Background: an optimization exercise with open tools, aiming at small area, a short achievable clock period and few clock cycles. Do not read the settings as production practice.
The RTL was checked by simulation tests, not by an equivalence proof against the original design.
No activity file was given, so power comes from the tool's default toggle rates.

**flow/constraint.sdc**
```tcl
create_clock -name core_clock -period 12.0 [get_ports {Clk}]
set_input_delay 2.4000 -clock core_clock [delete_from_list [all_inputs] [get_ports {Clk}]]
set_output_delay 2.4000 -clock core_clock [all_outputs]
set_load 0.01 [all_outputs]
```
**flow/design.v**
```verilog
`timescale 1ns / 1ps
module ALU32Bit(ALUControl, A, B, ALUResult, Zero);
	input [3:0] ALUControl;  
	input [31:0] A, B;	     
	output reg [31:0] ALUResult;     
	output Zero;                 
    wire [31:0] sub_result;
    assign sub_result = A - B;
    wire [31:0] right_shifter_out;
    assign right_shifter_out = A >> B[10:6];
    wire [31:0] left_shifter_out;
    assign left_shifter_out = A << B[10:6];
    wire aIsNeg;
    assign aIsNeg = A[31];
    always @(*) begin
        case (ALUControl)
            0: begin
                ALUResult <= A + B;
            end
            1: begin
                ALUResult <= sub_result;
            end
            2: begin
                ALUResult <= A & B;
            end
            3: begin
                ALUResult <= A | B;
            end
            4: begin
                ALUResult <= A * B;
            end
            5: begin
                ALUResult <= ~(A | B);
            end
            6: begin
                ALUResult <= A ^ B;
            end
            7: begin
                ALUResult <= right_shifter_out;
            end
            8: begin
                ALUResult <= left_shifter_out;
            end
            9: begin  
                ALUResult <= {31'b0, sub_result[31]};
            end
            10: begin  
                ALUResult <= aIsNeg;
            end
            11: begin  
                ALUResult <= A == B;
            end
            12: begin  
                ALUResult <= aIsNeg | (A == 32'b0);
            end
            13: begin  
                ALUResult <= (aIsNeg == 32'b0) & ((A == 32'b0) ^ 32'b1);
            end
            14: begin  
                ALUResult <= (aIsNeg == 32'b0);
            end
            15: begin   
                ALUResult <= 0;
            end
            default: begin
                ALUResult <= 32'bX;
            end
        endcase
    end
    assign Zero = (ALUResult == 32'b0);
endmodule
`timescale 1ns / 1ps
module Controller(Instruction, RegWrite, ALUSrc, ALUControl, RegDst, MemWrite, MemRead, Branch, MemToReg, MemSize);
    input [31:0] Instruction;
    output reg RegWrite, ALUSrc, RegDst, MemWrite, MemRead, Branch, MemToReg;
    output reg [3:0] ALUControl;
    output reg [1:0] MemSize;
    always @(*) begin
        case (Instruction)
            32'b0: begin
                RegWrite = 0;
                ALUSrc = 0;
                RegDst = 0;
                MemWrite = 0;
                MemRead = 0;
                Branch = 0;
                MemToReg = 0;
                MemSize = 2'b00;
                ALUControl = 0;
            end
            default: begin
        RegWrite = 0;
        ALUSrc = 0;
        RegDst = 0;
        MemWrite = 0;
        MemRead = 0;
        Branch = 0;
        MemToReg = 0;
        MemSize = 2'b00;
        ALUControl = 0;
        case (Instruction[31:26])  
            6'b00_0000: begin
                RegWrite = 1;
                ALUSrc = 0;
                RegDst = 1;
                MemWrite = 0;
                MemRead = 0;
                Branch = 0;
                MemToReg = 1;
                MemSize = 2'b00;
                case (Instruction[5:0])  
                    6'b10_0000: begin
                        ALUControl = 0;
                    end
                    6'b10_0010: begin  
                        ALUControl = 1;
                    end
                    6'b10_0100: begin  
                        ALUControl = 2;
                    end
                    6'b10_0101: begin  
                        ALUControl = 3;
                    end
                    6'b10_0111: begin  
                        ALUControl = 5;
                    end
                    6'b10_0110: begin  
                        ALUControl = 6;
                    end
                    6'b00_0000: begin  
                        ALUControl = 8;
                        ALUSrc = 1;
                    end
                    6'b10_1010: begin  
                        ALUControl = 9;
                    end
                    6'b00_0010: begin  
                        ALUControl = 7;
                        ALUSrc = 1;
                    end
                    6'b00_1000: begin  
                        ALUSrc = 1'b0;
                        RegWrite = 0;
                        RegDst = 1'b0;
                        ALUControl = 15;
                        MemWrite = 0;
                        MemRead = 0;
                        Branch = 1'b0;
                        MemToReg = 1'b0;
                        MemSize = 2'b00;
                    end
                endcase
            end
            6'b00_0001: begin
                ALUSrc = 0;
                RegWrite = 0;
                RegDst = 1'b0;
                MemWrite = 0;
                MemRead = 0;
                Branch = 1;
                MemToReg = 1'b0;
                MemSize = 2'b00;
                case (Instruction[20:16])
                    5'b0_0001: begin  
                        ALUControl = 10;
                    end
                    5'b0_0000: begin  
                        ALUControl = 14;
                    end
                endcase
            end
            6'b00_0110: begin  
                ALUSrc = 0;
                RegWrite = 0;
                RegDst = 1'b0;
                ALUControl = 13;
                MemWrite = 0;
                MemRead = 0;
                Branch = 1;
                MemToReg = 1'b0;
                MemSize = 2'b00;
            end
            6'b00_0111: begin  
                ALUSrc = 0;
                RegWrite = 0;
                RegDst = 1'b0;
                ALUControl = 12;
                MemWrite = 0;
                MemRead = 0;
                Branch = 1;
                MemToReg = 1'b0;
                MemSize = 2'b00;
            end
            6'b00_0101: begin  
                ALUSrc = 0;
                RegWrite = 0;
                RegDst = 1'b0;
                ALUControl = 11;
                MemWrite = 0;
                MemRead = 0;
                Branch = 1;
                MemToReg = 1'b0;
                MemSize = 2'b00;
            end
            6'b00_0100: begin  
                ALUSrc = 0;
                RegWrite = 0;
                RegDst = 1'b0;
                ALUControl = 6;
                MemWrite = 0;
                MemRead = 0;
                Branch = 1;
                MemToReg = 1'b0;
                MemSize = 2'b00;
            end
            6'b00_1010: begin  
                ALUSrc = 1;
                RegWrite = 1;
                RegDst = 0;
                ALUControl = 9;
                MemWrite = 0;
                MemRead = 0;
                Branch = 0;
                MemToReg = 1;
                MemSize = 2'b00;
            end
            6'b00_1110: begin  
                ALUSrc = 1;
                RegWrite = 1;
                RegDst = 0;
                ALUControl = 6;
                MemWrite = 0;
                MemRead = 0;
                Branch = 0;
                MemToReg = 1;
                MemSize = 2'b00;
            end
            6'b00_1101: begin  
                ALUSrc = 1;
                RegWrite = 1;
                RegDst = 0;
                ALUControl = 3;
                MemWrite = 0;
                MemRead = 0;
                Branch = 0;
                MemToReg = 1;
                MemSize = 2'b00;
            end
            6'b00_1100: begin  
                ALUSrc = 1;
                RegWrite = 1;
                RegDst = 0;
                ALUControl = 2;
                MemWrite = 0;
                MemRead = 0;
                Branch = 0;
                MemToReg = 1;
                MemSize = 2'b00;
            end
            6'b00_1000: begin  
                ALUSrc = 1;
                RegWrite = 1;
                RegDst = 0;
                ALUControl = 0;
                MemWrite = 0;
                MemRead = 0;
                Branch = 0;
                MemToReg = 1;
                MemSize = 2'b00;
            end
            6'b10_0011: begin  
                ALUSrc = 1;
                RegWrite = 1;
                RegDst = 0;
                ALUControl = 0;
                MemWrite = 0;
                MemRead = 1;
                Branch = 0;
                MemToReg = 0;
                MemSize = 0;  
            end
            6'b10_1011: begin  
                ALUSrc = 1;
                RegWrite = 0;
                RegDst = 1'b0;
                ALUControl = 0;
                MemWrite = 1;
                MemRead = 0;
                Branch = 0;
                MemToReg = 1'b0;
                MemSize = 0;  
            end
            6'b10_1000: begin  
                ALUSrc = 1;
                RegWrite = 0;
                RegDst = 1'b0;
                ALUControl = 0;
                MemWrite = 1;
                MemRead = 0;
                Branch = 0;
                MemToReg = 1'b0;
                MemSize = 2;  
            end
            6'b10_0001: begin  
                ALUSrc = 1;
                RegWrite = 1;
                RegDst = 0;
                ALUControl = 0;
                MemWrite = 0;
                MemRead = 1;
                Branch = 0;
                MemToReg = 0;
                MemSize = 1;  
            end
            6'b10_0000: begin  
                ALUSrc = 1;
                RegWrite = 1;
                RegDst = 0;
                ALUControl = 0;
                MemWrite = 0;
                MemRead = 1;
                Branch = 0;
                MemToReg = 0;
                MemSize = 2;  
            end
            6'b10_1001: begin  
                ALUSrc = 1;
                RegWrite = 0;
                RegDst = 1'b0;
                ALUControl = 0;
                MemWrite = 1;
                MemRead = 0;
                Branch = 0;
                MemToReg = 1'b0;
                MemSize = 1;  
            end
            6'b011100: begin  
                if (Instruction[5:0] == 2) begin
                    RegWrite = 1;
                    ALUSrc = 0;
                    RegDst = 1;
                    MemWrite = 0;
                    MemRead = 0;
                    Branch = 0;
                    MemToReg = 1;
                    ALUControl = 4;
                    MemSize = 2'b00;
                end else begin
                    RegWrite = 1'b0;
                    ALUSrc = 1'b0;
                    RegDst = 1'b0;
                    MemWrite = 1'b0;
                    MemRead = 1'b0;
                    Branch = 1'b0;
                    MemToReg = 1'b0;
                    ALUControl = 4'b0000;
                    MemSize = 2'b00;
                end
            end
            6'b00_0010: begin  
                ALUSrc = 1'b0;
                RegWrite = 0;
                RegDst = 1'b0;
                ALUControl = 15;
                MemWrite = 0;
                MemRead = 0;
                Branch = 0;
                MemToReg = 1'b0;
                MemSize = 2'b00;
            end
            6'b00_0011: begin  
                ALUSrc = 1'b0;
                RegWrite = 1;
                RegDst = 1'b0;
                ALUControl = 15;
                MemWrite = 0;
                MemRead = 0;
                Branch = 1'b0;
                MemToReg = 1;
                MemSize = 2'b00;
            end
            default: begin
                RegWrite = 1'b0;
                ALUSrc = 1'b0;
                RegDst = 1'b0;
                MemWrite = 1'b0;
                MemRead = 1'b0;
                Branch = 1'b0;
                MemToReg = 1'b0;
                ALUControl = 4'b0000;
                MemSize = 2'b00;
            end
        endcase
            end
        endcase
    end
endmodule
`timescale 1ns / 1ps
module HazardUnit(PCWrite, IF_ID_Write, ID_ControlMux, IF_Flush,
                  ID_rs, ID_rt, ID_Branch, ID_ALUControl,
                  EX_regWrite, EX_RegDstMux, EX_Branch,
                  MEM_regWrite, MEM_RegDstMux, MEM_Branch,
                  ID_opcode);
    output reg PCWrite, IF_ID_Write, ID_ControlMux, IF_Flush;
    input [4:0] ID_rs, ID_rt;
    input ID_Branch;
    input [3:0] ID_ALUControl;
    input EX_regWrite, MEM_regWrite;
    input [4:0] EX_RegDstMux, MEM_RegDstMux;
    input EX_Branch, MEM_Branch;
    input [5:0] ID_opcode;
    wire readData2Important = ~(ID_opcode == 8 ||    
                                ID_opcode == 35 ||   
                                ID_opcode == 33 ||   
                                ID_opcode == 32 ||   
                                ID_opcode == 12 ||   
                                ID_opcode == 13 ||   
                                ID_opcode == 14 ||   
                                ID_opcode == 10 ||   
                                ID_opcode == 1);     
    always @(*) begin
        PCWrite = 1;
        IF_ID_Write = 1;
        ID_ControlMux = 1;
        IF_Flush = 0;
        if (EX_regWrite == 1 &&
            (EX_RegDstMux == ID_rs || (EX_RegDstMux == ID_rt && readData2Important))) begin
            PCWrite = 0;
            IF_ID_Write = 0;
            ID_ControlMux = 0;
            IF_Flush = 0;
        end
        else if (MEM_regWrite == 1 &&
            (MEM_RegDstMux == ID_rs || MEM_RegDstMux == ID_rt && readData2Important)) begin
            PCWrite = 0;
            IF_ID_Write = 0;
            ID_ControlMux = 0;
            IF_Flush = 0;
        end
        else if (ID_Branch) begin
            PCWrite = 0;
            IF_ID_Write = 1;
            ID_ControlMux = 1;
            IF_Flush = 1;
        end
        else if (EX_Branch) begin
            PCWrite = 0;
            IF_ID_Write = 0;
            ID_ControlMux = 0;
            IF_Flush = 0;
        end
        else if (MEM_Branch) begin
            PCWrite = 1;
            IF_ID_Write = 0;
            ID_ControlMux = 0;
            IF_Flush = 0;
        end
        else if (ID_ALUControl == 15) begin  
            PCWrite = 1;
            IF_ID_Write = 1;
            ID_ControlMux = 1;
            IF_Flush = 1;
        end
    end
endmodule
`timescale 1ns / 1ps
module RegisterFile(ReadRegister1, ReadRegister2, WriteRegister, WriteData, RegWrite, Clk, ReadData1, ReadData2, Rst,
                    ReadData3, ReadData4);
    input [4:0] ReadRegister1;
    input [4:0] ReadRegister2;
    input [4:0] WriteRegister;
    input [31:0] WriteData;
    input RegWrite;
    input Clk, Rst;
    output reg [31:0] ReadData1;
    output reg [31:0] ReadData2;
    output reg [31:0] ReadData3;
    output reg [31:0] ReadData4;
    reg [31:0] registers [1:31];
    integer i;
    always @(posedge Clk or posedge Rst) begin
        if (Rst) begin
            for (i = 1; i < 32; i = i + 1) begin
                registers[i] <= 0;
            end
        end else if (RegWrite && WriteRegister != 0) begin
            registers[WriteRegister] <= WriteData;
        end
    end
    wire bypass1 = RegWrite && WriteRegister != 0 && WriteRegister == ReadRegister1;
    wire bypass2 = RegWrite && WriteRegister != 0 && WriteRegister == ReadRegister2;
    always @(*) begin
        ReadData1 = (ReadRegister1 == 0) ? 32'b0 : (bypass1 ? WriteData : registers[ReadRegister1]);
        ReadData2 = (ReadRegister2 == 0) ? 32'b0 : (bypass2 ? WriteData : registers[ReadRegister2]);
        ReadData3 = registers[2];
        ReadData4 = registers[3];
    end
endmodule
`timescale 1ns / 1ps
module ProgramCounter(Address, PCResult, Reset, Clk, PCWrite);
	input [31:0] Address;
	input Reset, Clk;
    input PCWrite;
	output reg [31:0] PCResult;
    always @(posedge Clk or posedge Reset) begin
        if (Reset) begin
            PCResult <= 0;
        end
        else begin
            if (PCWrite) begin
                PCResult <= Address;
            end
        end
    end
endmodule
`timescale 1ns / 1ps
module IF_ID_Register(Clk, Rst, IF_ID_Write, Instruction, PC, Instruction_out, PC_out, myPC, myPC_out);
    input Clk, Rst;
    input IF_ID_Write;
    input [31:0] Instruction;
    input [31:0] PC;
    input [31:0] myPC;
    output reg [31:0] Instruction_out;
    output reg [31:0] PC_out;
    output reg [31:0] myPC_out;
    always @(posedge Clk or posedge Rst) begin
        if (Rst) begin
            Instruction_out <= 0;
            PC_out <= 0;
            myPC_out <= 0;
        end else begin
            if (IF_ID_Write) begin
                PC_out <= PC;
                Instruction_out <= Instruction;
                myPC_out <= myPC;
            end
        end
    end
endmodule
`timescale 1ns / 1ps
module ID_EX_Register(Clk, Rst,
                      regDst_in, regDst_out,
                      aluSrc_in, aluSrc_out,
                      aluControl_in, aluControl_out,
                      memSize_in, memSize_out,
                      memRead_in, memRead_out,
                      memWrite_in, memWrite_out,
                      branch_in, branch_out,
                      regWrite_in, regWrite_out,
                      memToReg_in, memToReg_out,
                      pc_in, pc_out,
                      regRead1_in, regRead1_out,
                      regRead2_in, regRead2_out,
                      signExtend_in, signExtend_out,
                      instruction20_16_in, instruction20_16_out,
                      instruction15_11_in, instruction15_11_out,
                      myPC_in, myPC_out);
    input Clk, Rst;
    input regDst_in; output reg regDst_out;
    input aluSrc_in; output reg aluSrc_out;
    input [3:0] aluControl_in; output reg [3:0] aluControl_out;
    input [1:0] memSize_in; output reg [1:0] memSize_out;
    input memRead_in; output reg memRead_out;
    input memWrite_in; output reg memWrite_out;
    input branch_in; output reg branch_out;
    input regWrite_in; output reg regWrite_out;
    input memToReg_in; output reg memToReg_out;
    input [31:0] pc_in; output reg [31:0] pc_out;
    input [31:0] regRead1_in; output reg [31:0] regRead1_out;
    input [31:0] regRead2_in; output reg [31:0] regRead2_out;
    input [31:0] signExtend_in; output reg [31:0] signExtend_out;
    input [4:0] instruction20_16_in; output reg [4:0] instruction20_16_out;
    input [4:0] instruction15_11_in; output reg [4:0] instruction15_11_out;
    input [31:0] myPC_in; output reg [31:0] myPC_out;
    always @(posedge Clk or posedge Rst) begin
        if (Rst) begin
            regDst_out <= 0;
            aluSrc_out <= 0;
            aluControl_out <= 0;
            memSize_out <= 0;
            memRead_out <= 0;
            memWrite_out <= 0;
            branch_out <= 0;
            regWrite_out <= 0;
            memToReg_out <= 0;
            pc_out <= 0; 
            regRead1_out <= 0;
            regRead2_out <= 0;
            signExtend_out <= 0;
            instruction20_16_out <= 0;
            instruction15_11_out <= 0;
            myPC_out <= 0;
        end else begin
            regDst_out <= regDst_in;
            aluSrc_out <= aluSrc_in;
            aluControl_out <= aluControl_in;
            memSize_out <= memSize_in;
            memRead_out <= memRead_in;
            memWrite_out <= memWrite_in;
            branch_out <= branch_in;
            regWrite_out <= regWrite_in;
            memToReg_out <= memToReg_in;
            pc_out <= pc_in; 
            regRead1_out <= regRead1_in;
            regRead2_out <= regRead2_in;
            signExtend_out <= signExtend_in;
            instruction20_16_out <= instruction20_16_in;
            instruction15_11_out <= instruction15_11_in;
            myPC_out <= myPC_in;
        end
    end
endmodule
`timescale 1ns / 1ps
module EX_MEM_Register(Clk, Rst,
                       memRead_in, memRead_out,
                       memWrite_in, memWrite_out,
                       branch_in, branch_out,
                       regWrite_in, regWrite_out,
                       regRead2_in, regRead2_out,
                       ALUZero_in, ALUZero_out,
                       regDstMux_in, regDstMux_out,
                       memToReg_in, memToReg_out,
                       ALUResult_in, ALUResult_out,
                       memSize_in, memSize_out,
                       myPC_in, myPC_out,
                       pc_in, pc_out);
    input Clk, Rst;
    input memRead_in; output reg memRead_out;
    input memWrite_in; output reg memWrite_out;
    input branch_in; output reg branch_out;
    input regWrite_in; output reg regWrite_out;
    input [31:0] regRead2_in; output reg [31:0] regRead2_out;
    input ALUZero_in; output reg ALUZero_out;
    input [4:0] regDstMux_in; output reg [4:0] regDstMux_out;
    input memToReg_in; output reg memToReg_out;
    input [31:0] ALUResult_in; output reg [31:0] ALUResult_out;
    input [1:0] memSize_in; output reg [1:0] memSize_out;
    input [31:0] myPC_in; output reg [31:0] myPC_out;
    input [31:0] pc_in; output reg [31:0] pc_out;
    always @(posedge Clk or posedge Rst) begin
        if (Rst) begin
            memRead_out <= 0; 
            memWrite_out <= 0;
            branch_out <= 0;
            regWrite_out <= 0;
            regRead2_out <= 0;
            ALUZero_out <= 0;
            regDstMux_out <= 0;
            memToReg_out <= 0;
            ALUResult_out <= 0;
            memSize_out <= 0;
            myPC_out <= 0;
            pc_out <= 0;
        end else begin
            memRead_out <= memRead_in; 
            memWrite_out <= memWrite_in;
            branch_out <= branch_in;
            regWrite_out <= regWrite_in;
            regRead2_out <= regRead2_in;
            ALUZero_out <= ALUZero_in;
            regDstMux_out <= regDstMux_in;
            memToReg_out <= memToReg_in;
            ALUResult_out <= ALUResult_in;
            memSize_out <= memSize_in;
            myPC_out <= myPC_in;
            pc_out <= pc_in;
        end
    end
endmodule
`timescale 1ns / 1ps
module MEM_WB_Register(Clk, Rst,
                       regWrite_in, regWrite_out,
                       memToReg_in, memToReg_out,
                       readData_in, readData_out,
                       ALUResult_in, ALUResult_out,
                       regDstMux_in, regDstMux_out,
                       myPC_in, myPC_out);
    input Clk, Rst;
    input regWrite_in; output reg regWrite_out;
    input memToReg_in; output reg memToReg_out;
    input [31:0] readData_in; output reg [31:0] readData_out;
    input [31:0] ALUResult_in; output reg [31:0] ALUResult_out;
    input [4:0] regDstMux_in; output reg [4:0] regDstMux_out;
    input [31:0] myPC_in; output reg [31:0] myPC_out;
    always @(posedge Clk or posedge Rst)begin
        if (Rst) begin
            regWrite_out <= 0;
            memToReg_out <= 0;
            readData_out <= 0;
            ALUResult_out <= 0;
            regDstMux_out <= 0;
            myPC_out <= 0;
        end else begin
            regWrite_out <= regWrite_in;
            memToReg_out <= memToReg_in;
            readData_out <= readData_in;
            ALUResult_out <= ALUResult_in;
            regDstMux_out <= regDstMux_in;
            myPC_out <= myPC_in;
        end
    end
endmodule
`timescale 1ns / 1ps
module PCAdder(PCResult, PCAddResult);
    input [31:0] PCResult;
    output [31:0] PCAddResult;
    assign PCAddResult = PCResult + 4;
endmodule
`timescale 1ns / 1ps
module SignExtension(in, out);
    input [15:0] in;
    output [31:0] out;
    assign out = {{16{in[15]}}, in};
endmodule
`timescale 1ns / 1ps
module Mux32Bit2To1(out, inA, inB, sel);
    output reg [31:0] out;
    input [31:0] inA;
    input [31:0] inB;
    input sel;
    always @(*) begin
        if (sel == 1'b0) begin
            out = inA;  
        end else begin
            out = inB;  
        end
    end 
endmodule
`timescale 1ns / 1ps
module mips_top(Clk, Rst, imem_addr, imem_rdata,
                dmem_addr, dmem_wdata, dmem_wstrb, dmem_rdata,
                RegFileV0, RegFileV1);
    input Clk, Rst;
    output wire [31:0] imem_addr;
    input [31:0] imem_rdata;
    output wire [31:0] dmem_addr;
    output wire [31:0] dmem_wdata;
    output wire [3:0] dmem_wstrb;
    input [31:0] dmem_rdata;
    output wire [31:0] RegFileV0, RegFileV1;
    wire [31:0] WB_myPC, WB_WriteData;
    wire [31:0] IF_instr;
    wire [31:0] IF_pcAddResult;
    wire [31:0] IF_nextPC;
    wire [31:0] IF_realNextPC;
    wire [31:0] IF_tempInstr;
    wire [31:0] IF_myPC;
    wire [31:0] IF_curPC;
    wire [31:0] ID_instr;
    wire [31:0] ID_pc;
    wire [31:0] ID_readData1, ID_readData2;
    wire [31:0] ID_32imm;
    wire ID_regWrite, ID_ALUSrc, ID_RegDst, ID_MemWrite, ID_MemRead, ID_Branch, ID_MemToReg;
    wire [3:0] ID_ALUControl;
    wire [1:0] ID_MemSize;
    wire [31:0] ID_jumpAddr;
    wire [31:0] ID_myPC;
    wire PCWrite, IF_ID_Write, ID_ControlMux, IF_Flush;
    wire EX_RegDst;
    wire EX_ALUSrc;
    wire [3:0] EX_ALUControl;
    wire [1:0] EX_MemSize;
    wire EX_MemRead;
    wire EX_MemWrite;
    wire EX_Branch;
    wire EX_regWrite;
    wire EX_MemToReg;
    wire [31:0] EX_pc;
    wire [31:0] EX_readData1;
    wire [31:0] EX_readData2;
    wire [31:0] EX_32imm;
    wire [4:0] EX_instr20_16;
    wire [4:0] EX_instr15_11;
    wire [31:0] EX_ALUResult;
    wire EX_ALUZero;
    wire [31:0] EX_aluA;
    wire [31:0] EX_aluB;
    wire [4:0] EX_RegDstMux;
    wire [4:0] EX_tempRegDstMux;
    wire [31:0] EX_pcAddResult;
    wire [31:0] EX_tempALUResult;
    wire [31:0] EX_myPC;
    wire MEM_MemRead;
    wire MEM_MemWrite;
    wire MEM_Branch;
    wire MEM_regWrite;
    wire [31:0] MEM_readData2;
    wire MEM_ALUZero;
    wire [4:0] MEM_RegDstMux;
    wire MEM_MemToReg;
    wire [31:0] MEM_ALUResult;
    wire [1:0] MEM_MemSize;
    wire MEM_PCSrc;
    wire [31:0] MEM_ReadData;
    wire [31:0] MEM_myPC;
    wire [31:0] MEM_pc;
    wire WB_regWrite;
    wire WB_MemToReg;
    wire [31:0] WB_ReadData;
    wire [31:0] WB_ALUResult;
    wire [4:0] WB_RegDstMux;
    IF_ID_Register IF_ID_reg(Clk, Rst, IF_ID_Write,
                             IF_instr & {32{~IF_Flush}},
                             IF_pcAddResult & {32{~IF_Flush}},
                             ID_instr,
                             ID_pc,
                             IF_myPC & {32{~IF_Flush}},
                             ID_myPC);
    ID_EX_Register ID_EX_reg(Clk, Rst,
                             ID_RegDst & {1{ID_ControlMux}}, EX_RegDst,
                             ID_ALUSrc & {1{ID_ControlMux}}, EX_ALUSrc,
                             ID_ALUControl & {4{ID_ControlMux}}, EX_ALUControl,
                             ID_MemSize & {2{ID_ControlMux}}, EX_MemSize,
                             ID_MemRead & {1{ID_ControlMux}}, EX_MemRead,
                             ID_MemWrite & {1{ID_ControlMux}}, EX_MemWrite,
                             ID_Branch & {1{ID_ControlMux}}, EX_Branch,
                             ID_regWrite & {1{ID_ControlMux}}, EX_regWrite,
                             ID_MemToReg & {1{ID_ControlMux}}, EX_MemToReg,
                             ID_pc & {32{ID_ControlMux}}, EX_pc,
                             ID_readData1 & {32{ID_ControlMux}}, EX_readData1,
                             ID_readData2 & {32{ID_ControlMux}}, EX_readData2,
                             ID_32imm & {32{ID_ControlMux}}, EX_32imm,
                             ID_instr[20:16] & {5{ID_ControlMux}}, EX_instr20_16,
                             ID_instr[15:11] & {5{ID_ControlMux}}, EX_instr15_11,
                             ID_myPC & {32{ID_ControlMux}}, EX_myPC);
    EX_MEM_Register EX_MEM_reg(Clk, Rst,
                               EX_MemRead, MEM_MemRead,
                               EX_MemWrite, MEM_MemWrite,
                               EX_Branch, MEM_Branch,
                               EX_regWrite, MEM_regWrite,
                               EX_readData2, MEM_readData2,
                               EX_ALUZero, MEM_ALUZero,
                               EX_RegDstMux, MEM_RegDstMux,
                               EX_MemToReg, MEM_MemToReg,
                               EX_ALUResult, MEM_ALUResult,
                               EX_MemSize, MEM_MemSize,
                               EX_myPC, MEM_myPC,
                               EX_pcAddResult, MEM_pc);
    MEM_WB_Register MEM_WB_reg(Clk, Rst,
                               MEM_regWrite, WB_regWrite,
                               MEM_MemToReg, WB_MemToReg,
                               MEM_ReadData, WB_ReadData,
                               MEM_ALUResult, WB_ALUResult,
                               MEM_RegDstMux, WB_RegDstMux,
                               MEM_myPC, WB_myPC);
    assign IF_nextPC = ({32{~MEM_PCSrc}} & IF_pcAddResult) | ({32{MEM_PCSrc}} & MEM_pc);
    Mux32Bit2To1 IF_jumpMux(IF_realNextPC, IF_nextPC, ID_jumpAddr, ID_ALUControl == 15);
    ProgramCounter IF_pc_reg(IF_realNextPC, IF_curPC, Rst, Clk, PCWrite & (~MEM_Branch | MEM_PCSrc));
    assign imem_addr = IF_curPC;
    assign IF_tempInstr = imem_rdata;
    assign IF_instr = IF_tempInstr & {32{ID_ALUControl != 15}};
    PCAdder IF_pcadder(IF_curPC, IF_pcAddResult);
    assign IF_myPC = IF_curPC;
    Mux32Bit2To1 ID_jumpAddrMux(ID_jumpAddr, ID_readData1, {ID_pc[31:28], ID_instr[25:0], 2'b0}, ID_instr[31:26] == 2 | ID_instr[31:26] == 3);
    RegisterFile ID_regfile(ID_instr[25:21], ID_instr[20:16],
                            WB_RegDstMux, WB_WriteData, WB_regWrite, Clk,
                            ID_readData1, ID_readData2, Rst,
                            RegFileV0, RegFileV1);
    SignExtension ID_signEx(ID_instr[15:0], ID_32imm);
    Controller ID_controller(ID_instr, ID_regWrite, ID_ALUSrc, ID_ALUControl,
                             ID_RegDst, ID_MemWrite, ID_MemRead, ID_Branch,
                             ID_MemToReg, ID_MemSize);
    HazardUnit ID_hazardUnit(PCWrite, IF_ID_Write, ID_ControlMux, IF_Flush,
                             ID_instr[25:21], ID_instr[20:16], ID_Branch, ID_ALUControl,
                             EX_regWrite, EX_RegDstMux, EX_Branch,
                             MEM_regWrite, MEM_RegDstMux, MEM_Branch,
                             ID_instr[31:26]);
    Mux32Bit2To1 EX_shiftMux(EX_aluA, EX_readData1, EX_readData2, EX_ALUControl == 7 | EX_ALUControl == 8);
    assign EX_aluB = ({32{~EX_ALUSrc}} & EX_readData2) | ({32{EX_ALUSrc}} & EX_32imm);
    assign EX_tempRegDstMux = ({5{~EX_RegDst}} & EX_instr20_16) | ({5{EX_RegDst}} & EX_instr15_11);
    assign EX_pcAddResult = EX_pc + {EX_32imm[29:0], 2'b0};
    ALU32Bit EX_alu(EX_ALUControl, EX_aluA, EX_aluB, EX_tempALUResult, EX_ALUZero);
    Mux32Bit2To1 EX_ALUResultMux(EX_ALUResult, EX_tempALUResult, EX_pc, EX_ALUControl == 15);
    assign EX_RegDstMux = (EX_tempRegDstMux & {5{EX_ALUControl != 15}}) | (31 & {5{EX_ALUControl == 15}});
    assign MEM_PCSrc = MEM_Branch & MEM_ALUZero;
    assign dmem_addr = MEM_ALUResult;
    assign dmem_wdata = (MEM_MemSize == 2) ? {4{MEM_readData2[7:0]}} :
                        (MEM_MemSize == 1) ? {2{MEM_readData2[15:0]}} :
                                             MEM_readData2;
    assign dmem_wstrb = ~MEM_MemWrite ? 4'b0000 :
                        (MEM_MemSize == 2) ? (4'b0001 << MEM_ALUResult[1:0]) :
                        (MEM_MemSize == 1) ? (MEM_ALUResult[1] ? 4'b1100 : 4'b0011) :
                                             4'b1111;
    wire [15:0] MEM_half = MEM_ALUResult[1] ? dmem_rdata[31:16] : dmem_rdata[15:0];
    reg [7:0] MEM_byte;
    always @(*) begin
        case (MEM_ALUResult[1:0])
            2'd0: MEM_byte = dmem_rdata[7:0];
            2'd1: MEM_byte = dmem_rdata[15:8];
            2'd2: MEM_byte = dmem_rdata[23:16];
            default: MEM_byte = dmem_rdata[31:24];
        endcase
    end
    assign MEM_ReadData = ~MEM_MemRead ? 32'b0 :
                          (MEM_MemSize == 2) ? {{24{MEM_byte[7]}}, MEM_byte} :
                          (MEM_MemSize == 1) ? {{16{MEM_half[15]}}, MEM_half} :
                                               dmem_rdata;
    assign WB_WriteData = {32{WB_regWrite}} & (({32{~WB_MemToReg}} & WB_ReadData) | ({32{WB_MemToReg}} & WB_ALUResult));
endmodule
```
**flow/config.mk**
```make
export PLATFORM = sky130hd
export DESIGN_NAME = mips_top
export DESIGN_NICKNAME = mips_top
export VERILOG_FILES = /design/flow/design.v
export SDC_FILE = /design/flow/constraint.sdc
export NUM_CORES = 4
export LEC_CHECK = 0
export CAP_MARGIN = 20
export CORE_MARGIN = 2
export CORE_UTILIZATION = 35
export PLACE_DENSITY = 0.5
export SLEW_MARGIN = 20
```
**flow/run.sh**
```bash
#!/bin/bash
# synth_recipe.tcl (not shown) runs the flow's synth.tcl, then flattens the netlist and writes it again
# the make line also repeats each setting of config.mk as NAME=value (left out here)
make -C /OpenROAD-flow-scripts/flow DESIGN_CONFIG=/design/flow/config.mk WORK_HOME=/design/flow/orfs CLKGATE_MAP_FILE= SYNTH_SCRIPT=/design/flow/synth_recipe.tcl finish
```
==> results by group <==
Worst setup path
  – FF-to-FF End: EX_MEM_reg.ALUZero_out
  – Worst flop-to-flop path startpoint: ID_EX_reg.aluControl_out[3]
  – Crit path top cell by count: fa_1
  – Crit path max fanout: 50
  – Worst path max stage delay: 0.65 ns
  – Kind of critical path: reg -> reg
  – CP endpoint: EX_MEM_reg.ALUZero_out
  – Critical path launch point: ID_EX_reg.aluControl_out[3]
  – CP max stage cell: inv_1
  – Delay-heaviest family, CP: adder cells
  – Reg2Reg Setup Slack: 0.62 ns
  – WP data required: 12.71 ns
  – CP Buf/Inv Count: 5
  – Worst r2r path cells: 31
  – WP depth: 31
  – Startpoint class of the critical path: flop
  – CP Capture Type: flop
  – Data arrival time of the critical path: 12.09 ns

Logic synthesis
  – Share of async-settable or async-resettable flops after synthesis: 100%
  – Post-synthesis sequential area ratio: 38.7%
  – Number of flops mapped to enable cells by yosys: 0
  – Mapped Cells: 10,116
  – Netlist Area Pre-Place: 0.0905 mm2
  – YS warnings: 12
  – Ys flop type: dfrtp_1
  – Synth top area cells: dfrtp_1 (39%), fa_1 (9.1%), o21ai_0 (6.6%), nand2_1 (6.4%), a22oi_1 (3.4%)
  – Syn avg cell area: 8.95 um2
  – FF+latch count, synth: 1,398
  – Share of the synthesized area in the top cell type: 38.7%
  – Yosys top cell by area: dfrtp_1
  – Yosys cell types: 91
  – Syn nets: 10,841

STA
  – Setup Skew: 0.0492 ns
  – Period minus WS final: 11.38 ns
  – Unrepaired setup endpoints after global routing: no
  – Setup ws final: 0.619 ns
  – Max-slew violation count: 0
  – Max transition margin: 14.3%
  – Slew @ Worst Pin: 1.29 ns
  – Crit share post-route: 94.8%
  – Final setup viols: 0
  – Top achievable clock speed: 87.9 MHz
  – Aggregate negative setup slack: 0 ns
  – Final Hold Violating Endpoints: 0

Detailed routing
  – DRT Wirelength: 533,000 um
  – Per-cell routed wire length: 39.5 um
  – Drt pass-1 iters: 10
  – Via/cell ratio: 6.60
  – Total number of vias: 89,230
  – DR iter-0 viols: 14,111
  – Drc violations: 0
  – DRT antenna net count: 0

Layout
  – Fin nets: 10,707
  – Share of post-route cells with drive strength above 1: 9.09%
  – Area grow syn2layout: 13.5%
  – Fillers: 25,662
  – Post-route cell area: 0.103 mm2
  – Finished Core Util: 40.0%

Power
  – Sw frac: 51.3%
  – Reg power frac: 27.2%
  – Logic pwr share: 52.0%
  – Max VDD drop: 0.256 mV
  – Pwr dens: 233 mW/mm2
  – Overall power: 0.0239 W
  – Pint: 0.0117 W
  – Pleak: 43.5 nW
  – Switching power: 0.0123 W
  – Clock power frac: 20.8%

CTS
  – Sink Count: 1,398
  – H-tree depth: 4
  – Clk root buf: clkbuf_16
  – CTS tree: yes
  – Longest Clk Path Bufs: 3
  – Clock transition at path regs: 0.06 ns
  – Clock Latency Late Sink: 0.85 ns
  – Clock buffer count from CTS: 149

Global routing
  – GRT Resource Usage Total: 39.6%
  – First-pass GRT wire length: 727,000 um
  – Initial antenna violation count: 31
  – Vias in the first global route: 86,013
  – Grt total ovfl: 0
  – Largest net degree at the start of global routing: 179

Floorplan
  – Rows: 186
  – DIE HEIGHT: 513 um
  – DIE AREA: 0.263 mm2
  – Ports: 230
  – Initial Utilization: 35.2%
  – Die width: 513 um
  – Core ar.: 0.257 mm2

Placed design
  – Port buffer count: 229
  – Hpwl dp: 366,000 um
  – Post-place instance area: 0.0974 mm2
  – Final Wtd Congestion: 1.06
  – Dpl ws: 0.592 ns

Min path
  – HP Class: reg -> reg

Outcome
  – Status: complete, no violations

Flow run
  – # Max-Cap Violations: 0
## placed cells by master (no fill, tap or decap), types with 28 or more instances in the layout
cell type	count
o211ai_1	37
fa_1	411
o21a_1	31
nor2b_1	74
and2_1	98
or3_1	35
a211oi_1	88
clkbuf_16	153
and3_1	57
nor2_4	63
a221oi_1	282
clkbuf_1	29
nor2_1	709
a222oi_1	67
nand4_1	169
xor2_1	61
inv_1	491
a22o_1	260
dfrtp_1	1392
nand2b_1	40
ha_1	248
clkdlybuf4s50_1	229
mux2i_1	59
nor3_1	137
nor4_1	42
a31oi_1	77
a21o_1	43
a22oi_1	414
mux2_2	66
nor4bb_1	32
buf_4	335
o21ai_0	1193
mux4_2	44
a21oi_1	277
nand3_1	127
o22ai_1	28
xnor2_1	122
nand2_1	1523
## Yosys cell counts (all sizes together), types with 28 or more instances
| cell type | count |
|---|---|
| and3 | 60 |
| nand2b | 40 |
| xor2 | 61 |
| a222oi | 67 |
| mux2i | 65 |
| nor2b | 75 |
| nand3 | 135 |
| a221oi | 295 |
| a21oi | 281 |
| nand4 | 169 |
| xnor2 | 122 |
| o21ai | 1205 |
| a22o | 260 |
| o22ai | 28 |
| mux4 | 44 |
| o211ai | 37 |
| nor2 | 778 |
| and2 | 98 |
| nor4 | 49 |
| nor3 | 142 |
| dfrtp | 1398 |
| nor4bb | 32 |
| or3 | 35 |
| ha | 248 |
| a31oi | 77 |
| inv | 496 |
| a21o | 43 |
| buf | 126 |
| a22oi | 414 |
| a211oi | 88 |
| mux2 | 66 |
| clkbuf | 739 |
| nand2 | 1555 |
| fa | 411 |
| o21a | 32 |
## cells by family (layout without fill, tap and decap cells)
kind of cell	after synthesis	after routing	share of synthesized area, %
AO/OA/AOI/OAI	3074	3074	22.6
flip-flops	1398	1398	38.7
adder cells (fa/ha/maj)	660	660	12.5
AND/OR/NAND/NOR	3248	3248	15.9
buffers and inverters	1377	1366	5.86
multiplexers	175	175	2.63
other	0	24	0
XOR/XNOR	184	184	1.80
## power groups by stage
stage	clock network, W	registers (W)	logic [W]
after CTS	0.00500	0.00646	0.0119
final	0.00499	0.00650	0.0124
after global placement	0	0.00654	0.0118
after detailed placement	0	0.00654	0.0118
after floorplan	0	0.00586	0.00623
after global routing	0.00519	0.00653	0.0126
## area by class of cell
type                    instances  area [um2]  area share, %
diodes                         24        60.1         0.0585
clock buffers                 202        4210           4.10
clock inverters                72         925          0.900
inverters                     512        1930           1.87
multi-input cells            7341       51200           49.9
flip-flops and latches       1398       35000           34.1
well taps                    3384        4230           4.12
repair buffers                580        5130           5.00
## state kept, by name, indices dropped and copies added (netlist names), 2 cells and up, named ones only
name                            cells
ID_regfile.registers              992
EX_MEM_reg.ALUResult_out           32
EX_MEM_reg.pc_out                  32
EX_MEM_reg.regRead2_out            32
ID_EX_reg.pc_out                   32
ID_EX_reg.regRead1_out             32
ID_EX_reg.regRead2_out             32
IF_ID_reg.Instruction_out          32
IF_ID_reg.PC_out                   32
MEM_WB_reg.ALUResult_out           32
MEM_WB_reg.readData_out            32
IF_pc_reg.PCResult                 30
ID_EX_reg.signExtend_out           12
EX_MEM_reg.regDstMux_out            5
ID_EX_reg.instruction20_16_out      5
MEM_WB_reg.regDstMux_out            5
ID_EX_reg.aluControl_out            4
ID_EX_reg.instruction15_11_out      4
EX_MEM_reg.memSize_out              2
ID_EX_reg.memSize_out               2
## routing by layer
metal	up-vias	wire length, um	track usage [%]	share of wire [%]
met5	-	137	0	0.026
met1	44429	201000	49.6	38
li1	35683	-	-	-
met4	18	49100	29.0	9.2
met3	2198	61300	12.0	11
met2	6902	222000	57.7	42
## how the worst min path moves through the flow
stage | startpoint | end | slack [ns] | depth (start not counted)
5_1_grt | ID_EX_reg.memToReg_out | EX_MEM_reg.memToReg_out | 0.38 | 0
2_1_floorplan | ID_EX_reg.memRead_out | EX_MEM_reg.memRead_out | 0.33 | 0
3_3_place_gp | ID_EX_reg.memToReg_out | EX_MEM_reg.memToReg_out | 0.34 | 0
6_report | ID_EX_reg.memRead_out | EX_MEM_reg.memRead_out | 0.37 | 0
4_1_cts | ID_EX_reg.memToReg_out | EX_MEM_reg.memToReg_out | 0.36 | 0
3_5_place_dp | ID_EX_reg.memToReg_out | EX_MEM_reg.memToReg_out | 0.35 | 0
## stage by stage
step	hold WS (ns)	cells
final	0.365	13513
after global routing	0.376	13490
after CTS	0.362	13486
after detailed placement	0.346	13212
after global placement	0.337	13210
after floorplan	0.331	10116
## repair_timing
item / in CTS / in global routing
setup buffers: 0 / 0
hold endpoints to repair: 0 / 0
setup endpoints to repair: 0 / 1
hold buffers: 0 / 0
resized for setup: 0 / 1
Testbench counts, summed over its fixed seeds: cycles 567,410.

## static timing again, ports no longer ideal
The flow's constraints put no driver on any port. The routed layout listed below was extracted and timed again, unchanged, in two steps.
Step 1 sets driving cells, clkbuf_16 on the clock port and buf_2 on the other inputs (assumed; they add their load-dependent delay and slew).
Step 2 moves the port delays by t, midway between the first and last clock arrival at a register: inputs arrive t later, outputs are due t later. That takes back most of the time a late clock gives input paths.
Slacks: ideal / step 1 / step 2; pairs: ideal / step 1.
shift t [ns]: 0.917
setup slack, ns: 0.619 / 0.619 / 0.619
slew at the worst register clock pin (ns): 0.08 / 0.08
worst slew at a driven data input, ns: 0.07
cell pins on the clock port's net: 1
After both steps this run still meets setup and hold. For this run, drivers alone change the setup slack by 0.000 ns; drivers and shift together by 0.000 ns.
